Source: an optimization exercise on an open RTL-to-GDS flow (aim: small area and a short achievable clock period). Production flows keep margins and buffers that such runs may drop.
Function was not checked in any run shown here: the RTL went through the layout flow alone.
Power is estimated from default activity; no workload was simulated.

==> flow/design.v, too long to show whole: its modules and the start of the top module <==
// module Decoder_2_to_4_Unit: 39 lines
// module Arithmetic_Unit: 57 lines
// module Div_Mag: 1246 lines
// module Mul_Booth: 979 lines
// module Logic_Unit: 46 lines
// module CMP_Unit: 57 lines
// module Shift_unit: 46 lines
// module ALU_Top: 68 lines
module ALU_Top #(parameter Data_In_Width = 16)
(
    input   wire            [Data_In_Width-1 : 0]    A ,
    input   wire            [Data_In_Width-1 : 0]    B ,
    input   wire                          [3 : 0]    ALU_FUN,
    input   wire                                     CLK,
    input   wire                                     RST,
    output  wire      [(2*Data_In_Width)-1 : 0]      Arith_OUT,
    output  wire                                     Arith_Flag,
    output  wire            [Data_In_Width-1 : 0]    Logic_OUT,
    output  wire                                     Logic_Flag,
    output  wire                          [1 : 0]    CMP_OUT,
    output  wire                                     CMP_Flag,
    output  wire            [Data_In_Width-1 : 0]    Shift_OUT,
    output  wire                                     Shift_Flag
);
  // ...
==> flow/flow/run.sh <==
#!/bin/bash
# The standard layout, except that the port buffers are buf_1 cells (ORFS
# otherwise picks clkdlybuf4s50_1 delay cells; every port is still buffered),
# and repair_timing aims for 47 ns of setup slack (an optimisation target
# only: the clock and constraints are unchanged).
set -euo pipefail
bash standard.sh synth > synth.log 2>&1
bash standard.sh "BUFFER_PORTS_ARGS=-buffer_cell sky130_fd_sc_hd__buf_1" SETUP_SLACK_MARGIN=47 finish > layout.log 2>&1
==> flow/standard.sh <==
#!/bin/bash
# synth_recipe.tcl (not shown) runs the flow's synth.tcl, then flattens the netlist and writes it again
# the make line also repeats each setting of config.mk as NAME=value (left out here)
make -C /OpenROAD-flow-scripts/flow DESIGN_CONFIG=/design/flow/config.mk WORK_HOME=/design/flow/orfs CLKGATE_MAP_FILE= SYNTH_SCRIPT=/design/flow/synth_recipe.tcl "${@:-finish}"
==> flow/config.mk <==
export PLATFORM = sky130hd
export DESIGN_NAME = ALU_Top
export DESIGN_NICKNAME = ALU_Top
export VERILOG_FILES = /design/flow/design.v
export SDC_FILE = /design/flow/constraint.sdc
export NUM_CORES = 4
export LEC_CHECK = 0
export ABC_AREA = 1
export CAP_MARGIN = 20
export CORE_MARGIN = 2
export CORE_UTILIZATION = 40
export CTS_BUF_LIST = sky130_fd_sc_hd__clkbuf_8
export CTS_CLUSTER_SIZE = 25
export SLEW_MARGIN = 20
==> flow/constraint.sdc <==
create_clock -name core_clock -period 85.0 [get_ports {CLK}]
set_input_delay 17.0000 -clock core_clock [delete_from_list [all_inputs] [get_ports {CLK}]]
set_output_delay 17.0000 -clock core_clock [all_outputs]
set_load 0.01 [all_outputs]
==> results.sh, run 1 <==
export IMPL_nonClkBufAreaFrac_pct=4.41
export IMPL_start_util_pct=40.8
export IMPL_yosys_area_top_type="fa_1"
export IMPL_cts_setup_buffers=0
export IMPL_fillers=4794
export IMPL_wl_met1_mm=27.2
export IMPL_dr_wl_met2_mm=31.9
export IMPL_num_rows=78
export IMPL_maxPowerGroup="combinational logic"
export IMPL_route_detailed_drc=0
export IMPL_final_period_utilization_pct=42.3
export IMPL_yosys_warnings=5
export IMPL_fin_util_pct=44.0
export IMPL_clockRootBuffer="clkbuf_8"
export IMPL_status="no timing/DRC/antenna violations"
export IMPL_fin_area_um2=20000
export IMPL_hold_violations=0
export IMPL_synth_fa_ha_area_share_pct=21.0
export IMPL_cts_hold_buffers_added=0
export IMPL_internal_power_mw=0.234
export IMPL_grt_pass1_vias=18900
export IMPL_diodes=0
export IMPL_synth_edff_count=0
export IMPL_final_cell_mix="562 x nand2_1, 394 x inv_1, 247 x xor2_1"
export IMPL_die_area_um2=48200
export IMPL_critPathCapture="ins_Arithmetic_Unit.arith_out[14]"
export IMPL_synth_compound_area_share_pct=15.1
export IMPL_seq_share_pct=8.74
export IMPL_num_vias=19100
export IMPL_dominant_cells="multi-input gates"
export IMPL_overflow=0
export IMPL_signal_buffers=164
export IMPL_inverters=473
export IMPL_async_flop_share_pct=100
export IMPL_cts_clk_slew_worst_paths_ns=0.10
export IMPL_worst_pin_slew_ns=1.07
export IMPL_highest_layer="met4"
export IMPL_setup_viol=0
export IMPL_dp_cells=3419
export IMPL_fin_nets=3115
export IMPL_path_buf_inv=22
export IMPL_use_met3_pct=4.55
export IMPL_fin_crit_ns=35.95
==> module Arithmetic_Unit, before the edit <==
module Arithmetic_Unit #(parameter Data_In_Width = 16)
(
    input   wire    signed  [Data_In_Width-1 : 0]    A_in ,
    input   wire    signed  [Data_In_Width-1 : 0]    B_in ,
    input   wire                          [3 : 0]    alu_fun,
    input   wire                                     CLK_in,
    input   wire                                     RST_in,
    input   wire                                     arith_En,
    output  reg         [(2*Data_In_Width)-1 : 0]    arith_out,
    output  reg                                      arith_flag
);
localparam N = Data_In_Width;
wire            sub = alu_fun[0];
wire [N : 0]    addsub = {A_in[N-1], A_in} + ({B_in[N-1], B_in} ^ {(N+1){sub}}) + {{N{1'b0}}, sub};
wire [2*N-1 : 0] prod;
Mul_Booth ins_mul (.a (A_in), .b (B_in), .p (prod));
wire [N-1 : 0]  quot;
wire [N-1 : 0]  a_mag;
Div_Mag ins_div (
    .a (a_mag),
    .b (B_in),
    .q (quot)
);
assign          a_mag = (A_in[N-1]) ? (~A_in + 1'b1) : A_in;
wire            b_nz = |B_in;
wire            q_neg = A_in[N-1] ^ B_in[N-1];
wire [N-1 : 0]  b_x = B_in ^ {N{~B_in[N-1]}};
wire [N : 0]    mag_cmp = {1'b0, a_mag} + {1'b0, b_x} + {{N{1'b0}}, ~B_in[N-1]};
wire            q_sx = q_neg & mag_cmp[N];
wire [N-1 : 0]  quot_n = ~quot + 1'b1;
wire [N : 0]    quot_s = {q_sx, (q_neg ? quot_n : quot)};
reg [2*N-1 : 0] arith_out_comb;
always @ (*)
    begin
        if (arith_En)
            case (alu_fun[1:0])
                2'b00, 2'b01 : arith_out_comb = {{(N-1){addsub[N]}}, addsub};
                2'b10        : arith_out_comb = prod;
                2'b11        : arith_out_comb = b_nz ? {{(N-1){quot_s[N]}}, quot_s} : {(2*N){1'b0}};
            endcase
        else
            arith_out_comb = {(2*N){1'b0}};
    end
always @ (posedge CLK_in or negedge RST_in)
    begin
        if (!RST_in)
            begin
               arith_out  <= {(2*N){1'b0}};
               arith_flag <= 1'b0;
            end
        else
            begin
                arith_out  <= arith_out_comb;
                arith_flag <= arith_En;
            end
    end
endmodule
==> module CMP_Unit, before the edit <==
module CMP_Unit #(parameter Data_In_Width = 16)
(
    input   wire    signed  [Data_In_Width-1 : 0]    A_in ,      
    input   wire    signed  [Data_In_Width-1 : 0]    B_in ,      
    input   wire                          [3 : 0]    alu_fun,    
    input   wire                                     CLK_in,
    input   wire                                     RST_in,
    input   wire                                     cmp_En,
    output  reg             [1 : 0]                  cmp_out,
    output  reg                                      cmp_flag
);
wire    [1 : 0]   alu_fun_LSBs = alu_fun[1:0];      
reg     [1 : 0]   cmp_out_comb;
reg     cmp_flag_comb;
always @ (posedge CLK_in or negedge RST_in)
    begin
        if (!RST_in)
            begin
                cmp_out  <= 'sb0;
                cmp_flag <= 1'b0;
            end
        else
            begin
                cmp_out  <= cmp_out_comb;
                cmp_flag <= cmp_flag_comb;
            end
    end
always @ (*)
    begin
        if (cmp_En)
            begin
                case (alu_fun_LSBs)
                2'b00 : begin
                            cmp_flag_comb = 1'b0;
                            cmp_out_comb = 'sb0;
                        end
                2'b01 : begin
                            cmp_flag_comb = 1'b1;
                            cmp_out_comb = (A_in == B_in) ? 'sd1 : 'sd0;
                        end
                2'b10 : begin
                            cmp_flag_comb = 1'b1;
                            cmp_out_comb = (A_in > B_in) ?  'sd2 : 'sd0;
                        end
                2'b11 : begin   
                            cmp_flag_comb = 1'b1;
                            cmp_out_comb = (A_in < B_in) ?  'sd3 : 'sd0;
                        end
                endcase
            end
        else
            begin
                cmp_flag_comb = 1'b0;
                cmp_out_comb = 'sb0;
            end
    end
endmodule
==> module ALU_Top, before the edit <==
module ALU_Top #(parameter Data_In_Width = 16)
(
    input   wire            [Data_In_Width-1 : 0]    A ,
    input   wire            [Data_In_Width-1 : 0]    B ,
    input   wire                          [3 : 0]    ALU_FUN,
    input   wire                                     CLK,
    input   wire                                     RST,
    output  wire      [(2*Data_In_Width)-1 : 0]      Arith_OUT,
    output  wire                                     Arith_Flag,
    output  wire            [Data_In_Width-1 : 0]    Logic_OUT,
    output  wire                                     Logic_Flag,
    output  wire                          [1 : 0]    CMP_OUT,
    output  wire                                     CMP_Flag,
    output  wire            [Data_In_Width-1 : 0]    Shift_OUT,
    output  wire                                     Shift_Flag
);
wire    Arith_Enable;
wire    Logic_Enable;
wire    CMP_Enable;
wire    Shift_Enable;
Decoder_2_to_4_Unit ins_Decoder_2_to_4_Unit (
    .alu_fun (ALU_FUN),
    .arith_En (Arith_Enable),
    .logic_En (Logic_Enable),
    .cmp_En (CMP_Enable),
    .shift_En (Shift_Enable)
);
Arithmetic_Unit ins_Arithmetic_Unit (
    .A_in (A),
    .B_in (B),
    .alu_fun (ALU_FUN),
    .CLK_in (CLK),
    .RST_in (RST),
    .arith_En (Arith_Enable),
    .arith_out (Arith_OUT),
    .arith_flag (Arith_Flag)
);
Logic_Unit ins_Logic_unit (
    .A_in (A),
    .B_in (B),
    .alu_fun (ALU_FUN),
    .CLK_in (CLK),
    .RST_in (RST),
    .logic_En (Logic_Enable),
    .logic_out (Logic_OUT),
    .logic_flag (Logic_Flag)
);
CMP_Unit ins_CMP_Unit (
    .A_in (A),
    .B_in (B),
    .alu_fun (ALU_FUN),
    .CLK_in (CLK),
    .RST_in (RST),
    .cmp_En (CMP_Enable),
    .cmp_out (CMP_OUT),
    .cmp_flag (CMP_Flag)
);
Shift_unit ins_Shift_Unit (
    .A_in (A),
    .B_in (B),
    .alu_fun (ALU_FUN),
    .CLK_in (CLK),
    .RST_in (RST),
    .shift_En (Shift_Enable),
    .shift_out (Shift_OUT),
    .shift_flag (Shift_Flag)
);
endmodule
==> inputs of run 2 (changes only) <==
--- a/flow/design.v
+++ b/flow/design.v
@@ -45,29 +45,22 @@
     input   wire                                     CLK_in,
     input   wire                                     RST_in,
     input   wire                                     arith_En,
+    input   wire            [Data_In_Width : 0]      addsub,     
     output  reg         [(2*Data_In_Width)-1 : 0]    arith_out,
     output  reg                                      arith_flag
 );
 localparam N = Data_In_Width;
-wire            sub = alu_fun[0];
-wire [N : 0]    addsub = {A_in[N-1], A_in} + ({B_in[N-1], B_in} ^ {(N+1){sub}}) + {{N{1'b0}}, sub};
 wire [2*N-1 : 0] prod;
 Mul_Booth ins_mul (.a (A_in), .b (B_in), .p (prod));
 wire [N-1 : 0]  quot;
-wire [N-1 : 0]  a_mag;
 Div_Mag ins_div (
-    .a (a_mag),
+    .a ((A_in[N-1]) ? (~A_in + 1'b1) : A_in),
     .b (B_in),
     .q (quot)
 );
-assign          a_mag = (A_in[N-1]) ? (~A_in + 1'b1) : A_in;
 wire            b_nz = |B_in;
 wire            q_neg = A_in[N-1] ^ B_in[N-1];
-wire [N-1 : 0]  b_x = B_in ^ {N{~B_in[N-1]}};
-wire [N : 0]    mag_cmp = {1'b0, a_mag} + {1'b0, b_x} + {{N{1'b0}}, ~B_in[N-1]};
-wire            q_sx = q_neg & mag_cmp[N];
-wire [N-1 : 0]  quot_n = ~quot + 1'b1;
-wire [N : 0]    quot_s = {q_sx, (q_neg ? quot_n : quot)};
+wire [N : 0]    quot_s = q_neg ? (~{1'b0, quot} + 1'b1) : {1'b0, quot};
 reg [2*N-1 : 0] arith_out_comb;
 always @ (*)
     begin
@@ -2373,17 +2366,20 @@
     input   wire                                     CLK_in,
     input   wire                                     RST_in,
     input   wire                                     cmp_En,
+    input   wire                                     a_lt_b,     
     output  reg             [1 : 0]                  cmp_out,
     output  reg                                      cmp_flag
 );
 wire    [1 : 0]   alu_fun_LSBs = alu_fun[1:0];      
+wire              a_eq_b = (A_in == B_in);
+wire              a_gt_b = ~a_lt_b & ~a_eq_b;
 reg     [1 : 0]   cmp_out_comb;
 reg     cmp_flag_comb;
 always @ (posedge CLK_in or negedge RST_in)
     begin
         if (!RST_in)
             begin
-                cmp_out  <= 'sb0;
+                cmp_out  <= 2'b0;
                 cmp_flag <= 1'b0;
             end
         else
@@ -2399,26 +2395,26 @@
                 case (alu_fun_LSBs)
                 2'b00 : begin
                             cmp_flag_comb = 1'b0;
-                            cmp_out_comb = 'sb0;
+                            cmp_out_comb = 2'd0;
                         end
                 2'b01 : begin
                             cmp_flag_comb = 1'b1;
-                            cmp_out_comb = (A_in == B_in) ? 'sd1 : 'sd0;
+                            cmp_out_comb = a_eq_b ? 2'd1 : 2'd0;
                         end
                 2'b10 : begin
                             cmp_flag_comb = 1'b1;
-                            cmp_out_comb = (A_in > B_in) ?  'sd2 : 'sd0;
+                            cmp_out_comb = a_gt_b ? 2'd2 : 2'd0;
                         end
-                2'b11 : begin   
+                2'b11 : begin
                             cmp_flag_comb = 1'b1;
-                            cmp_out_comb = (A_in < B_in) ?  'sd3 : 'sd0;
+                            cmp_out_comb = a_lt_b ? 2'd3 : 2'd0;
                         end
                 endcase
             end
         else
             begin
                 cmp_flag_comb = 1'b0;
-                cmp_out_comb = 'sb0;
+                cmp_out_comb = 2'd0;
             end
     end
 endmodule
@@ -2488,6 +2484,10 @@
 wire    Logic_Enable;
 wire    CMP_Enable;
 wire    Shift_Enable;
+wire                         Sub_Sel = ALU_FUN[0] | ALU_FUN[3];
+wire    [Data_In_Width : 0]  Add_Sub = {A[Data_In_Width-1], A}
+                                     + ({B[Data_In_Width-1], B} ^ {(Data_In_Width+1){Sub_Sel}})
+                                     + {{Data_In_Width{1'b0}}, Sub_Sel};
 Decoder_2_to_4_Unit ins_Decoder_2_to_4_Unit (
     .alu_fun (ALU_FUN),
     .arith_En (Arith_Enable),
@@ -2502,6 +2502,7 @@
     .CLK_in (CLK),
     .RST_in (RST),
     .arith_En (Arith_Enable),
+    .addsub (Add_Sub),
     .arith_out (Arith_OUT),
     .arith_flag (Arith_Flag)
 );
@@ -2522,6 +2523,7 @@
     .CLK_in (CLK),
     .RST_in (RST),
     .cmp_En (CMP_Enable),
+    .a_lt_b (Add_Sub[Data_In_Width]),
     .cmp_out (CMP_OUT),
     .cmp_flag (CMP_Flag)
 );
==> flow/flow/run.sh (replaced) <==
#!/bin/bash
# The standard layout, except that the port buffers are buf_1 cells (ORFS
# otherwise picks clkdlybuf4s50_1 delay cells); every port is still buffered.
set -euo pipefail
bash standard.sh synth > synth.log 2>&1
bash standard.sh "BUFFER_PORTS_ARGS=-buffer_cell sky130_fd_sc_hd__buf_1" finish > layout.log 2>&1
--- a/flow/config.mk
+++ b/flow/config.mk
@@ -9,6 +9,4 @@
 export CAP_MARGIN = 20
 export CORE_MARGIN = 2
 export CORE_UTILIZATION = 40
-export CTS_BUF_LIST = sky130_fd_sc_hd__clkbuf_8
-export CTS_CLUSTER_SIZE = 25
 export SLEW_MARGIN = 20
==> run 2 against run 1 <==
Against the previous run:
- setup slack lost 2.5 ns
- largest power group unchanged
- area after synthesis grew 1.4%
- critical path depth grew 2
- utilization shrank 1.4 points
- maximum frequency shrank 6.4%
==> results.sh, run 2 <==
export IMPL_status="no timing/DRC/antenna violations"
export IMPL_final_cells=3274
export IMPL_clock_sinks=70
export IMPL_synth_fa_ha_area_share_pct=18.7
export IMPL_clock_fmax_mhz=26.0
export IMPL_die_h_um=221
export IMPL_num_vias=18500
export IMPL_yosys_warnings=5
export IMPL_grt_pass1_wl_mm=103
export IMPL_num_rows=79
export IMPL_setup_viol=0
export IMPL_synth_edff_count=0
export IMPL_cp_slowest_cell="clkinv_1"
export IMPL_die_area_um2=48800
export IMPL_ctsResizeCount=0
export IMPL_avgSynthCellArea_um2=7.17
export IMPL_wl_per_cell_um=19.9
export IMPL_synth_compound_area_share_pct=13.4
export IMPL_synthTopCellsByCount="517 x nand2_1, 331 x inv_1, 254 x xor2_1"
export IMPL_io_pins=108
export IMPL_diodes=0
export IMPL_drv_slew=0
export IMPL_async_flop_share_pct=100
export IMPL_worstPathArrival_ns=38.63
export IMPL_hold_path_class="primary input to asynchronous set/reset pin"
export IMPL_multiInputGateArea_um2=14600
export IMPL_route_detailed_drc=0
export IMPL_synthesis_nets=2877
export IMPL_powerDensity_nw_per_um2=26.0
export IMPL_grt_max_degree=71
export IMPL_p_leak_nw=9.81
export IMPL_max_cap_violations=0
export IMPL_maxSlewHeadroom_pct=28.0
export IMPL_seq_area_um2=1750
export IMPL_fin_crit_ns=38.42
export IMPL_wirelength_mm=65.2
export IMPL_track_usage_pct=26.3
export IMPL_largest_register_ffs=32
export IMPL_viasPerCell=5.65
export IMPL_synth_top_area_share_pct=12.4
export IMPL_synth_area_mux_share_pct=0.113
export IMPL_synth_cells=2628
export IMPL_regMostFlops="ins_Arithmetic_Unit.arith_out"
export IMPL_final_cell_mix="517 x nand2_1, 331 x inv_1, 252 x xor2_1"
export IMPL_fillers=4817
export IMPL_crit_fanout=18
export IMPL_ant_nets=0
export IMPL_place_gp_congestion=0.958
export IMPL_cts_clk_slew_worst_paths_ns=0.07
export IMPL_yosys_area_top_type="fa_1"
export IMPL_dp_cells=3257
export IMPL_ys_ff_latch=70
export IMPL_start_util_pct=40.5
export IMPL_fin_util_pct=42.6
export IMPL_netlist_area_um2=18800
export IMPL_clockBufferDepth=2
export IMPL_cts_buffers=9
export IMPL_setup_worst_path_start_class="primary input"
export IMPL_critical_path_class="primary input to flip-flop"
export IMPL_yosysMostFrequentCell="nand2_1"
export IMPL_top_regs="ins_Arithmetic_Unit.arith_out (32), ins_Logic_unit.logic_out (16), ins_Shift_Unit.shift_out (16)"
export IMPL_crit_required_ns=85.21
export IMPL_mostFrequentLayoutCell="nand2_1"
export IMPL_fp_dieW_um=221
export IMPL_antenna_found_initial=0
export IMPL_grt_pass1_vias=18300
export IMPL_synthFlopType="dfrtp_1"
export IMPL_dp_hpwl_mm=49.0
export IMPL_dr_pass1_iters=6
export IMPL_layout_drive_gt1_share_pct=14.5
export IMPL_final_period_utilization_pct=45.2
export IMPL_worst_pin_slew_ns=1.08
export IMPL_setup_tns_ns=0
export IMPL_coreArea_um2=46600
export IMPL_synthTopCellsByArea="fa_1 12%, xor2_1 12%, nand2_1 10%"
export IMPL_hold_violations=0
export IMPL_area_delta_synth_final_pct=5.32
export IMPL_cp_common_cell="nand3_2"
export IMPL_ir_drop_mv=0.0655
export IMPL_clockRootBuffer="clkbuf_16"
export IMPL_cts_hold_buffers_added=0
export IMPL_overflow=0
export IMPL_drt_iter0_markers=1651
export IMPL_yosys_area_share_xor_xnor_pct=14.1
export IMPL_cts_tree="done"
export IMPL_yosys_area_share_simple_pct=30.8
export IMPL_ys_seq_area_share_pct=9.30
export IMPL_fin_nets=2911
export IMPL_synth_cell_types=79
export IMPL_port_buffers=107
export IMPL_cts_setup_buffers=0
export IMPL_cts_max_level=3
export IMPL_max_stage_delay_ns=0.81
export IMPL_synth_top_family_by_area="simple AND/OR/NAND/NOR gates"
export IMPL_cp_end_kind="flip-flop"
export IMPL_rsz0062_at_grt="false"
run 2: cell count changes in the layout (fill, tap and decap cells not counted), moves of 12 or more:
cell / change
ha_1: -29
nand2_1: -45
nand2_4: +13
nand3_2: +20
nand4_1: -25
a211oi_1: +14
a21oi_1: -36
nand2_2: +43
nand3_1: +36
inv_1: -63
o21ai_0: -36
clkinv_1: -12
nor2_1: -71
run 2: per-layer routing:
layer	wire length, µm	vias up	share of wire [%]	GRT usage, %
met4	3110	0	4.8	11.6
met5	0	-	0	0
met3	4950	205	7.6	3.65
met1	25900	8845	40	33.1
li1	-	8580	-	-
met2	31300	854	48	44.7
run 2: final timing paths:
check | slack, ns | end | startpoint
max | 46.58 | ins_Arithmetic_Unit.arith_out[19] | B[7]
min | 16.85 | ins_Shift_Unit.shift_out[4] | RST
max in group asynchronous | 67.45 | ins_Arithmetic_Unit.arith_out[1] | RST
min in group core_clock | 17.01 | ins_CMP_Unit.cmp_flag | ALU_FUN[3]
run 2: cell type report:
class                   count  area share (%)
clock buffers               9            1.14
clock inverters             7           0.410
inverters                 397            8.34
multi-input cells        2026            73.4
flip-flops and latches     70            8.83
well taps                 607            3.83
repair buffers            158            4.09
run 2: critical path: cells and delay by family:
family | cells | cell delay (ns)
fa+ha+maj | 2 | 0.83
simple gates | 147 | 14.05
compound gates | 7 | 1.61
xor+xnor | 7 | 1.48
buf+inv | 27 | 3.56
run 2: metrics by stage:
| step | setup WS, ns | power, mW | hold WS [ns] | area [µm²] |
|---|---|---|---|---|
| after floorplan | 51.03 | 0.316 | 16.70 | 18800 |
| after global placement | 47.00 | 0.480 | 17.29 | 19500 |
| after detailed placement | 46.39 | 0.483 | 17.30 | 19500 |
| after global routing | 44.44 | 0.570 | 16.96 | 19800 |
| after CTS | 46.72 | 0.526 | 16.92 | 19800 |
| final | 46.58 | 0.515 | 16.85 | 19800 |
run 2: cells by family (layout without fill, tap and decap cells):
family | after synthesis | count (layout)
fa+ha+maj | 211 | 211
xor+xnor | 288 | 288
buf+inv | 532 | 571
mux | 2 | 2
flops | 70 | 70
simple gates | 1106 | 1106
compound gates | 419 | 419
run 2: where the power goes:
part	switching, mW	internal, mW
logic	0.271	0.165
clock network	0.0174	0.0232
registers	0.00164	0.0372
total	0.290	0.225

[what the ideal ports hide]
Ports are ideal in the flow. The routed layouts listed here were re-timed in OpenROAD.
Step 1 sets driving cells, clkbuf_16 on the clock port and buf_2 on the other inputs (assumed; they add their load-dependent delay and slew).
Step 2, shift: input delay + t, output delay - t, t = (earliest + latest rising clock arrival at the registers) / 2. This alone moves slack from input paths to output paths.
Slacks: ideal ports / drivers / drivers and shift; pairs: ideal ports / drivers.
| run | shift t [ns] | setup slack, ns | hold WS [ns] |
|---|---|---|---|
| run 1 | 0.390 | 49.054 / 49.022 / 48.632 | 16.841 / 16.829 / 17.219 |
| run 2 | 0.394 | 46.581 / 46.603 / 46.210 | 16.854 / 16.832 / 17.225 |
After both steps setup and hold are still met in every run listed. The setup slack of run 1, which loses most, moves by -0.032 ns with the drivers and by -0.422 ns with both steps.
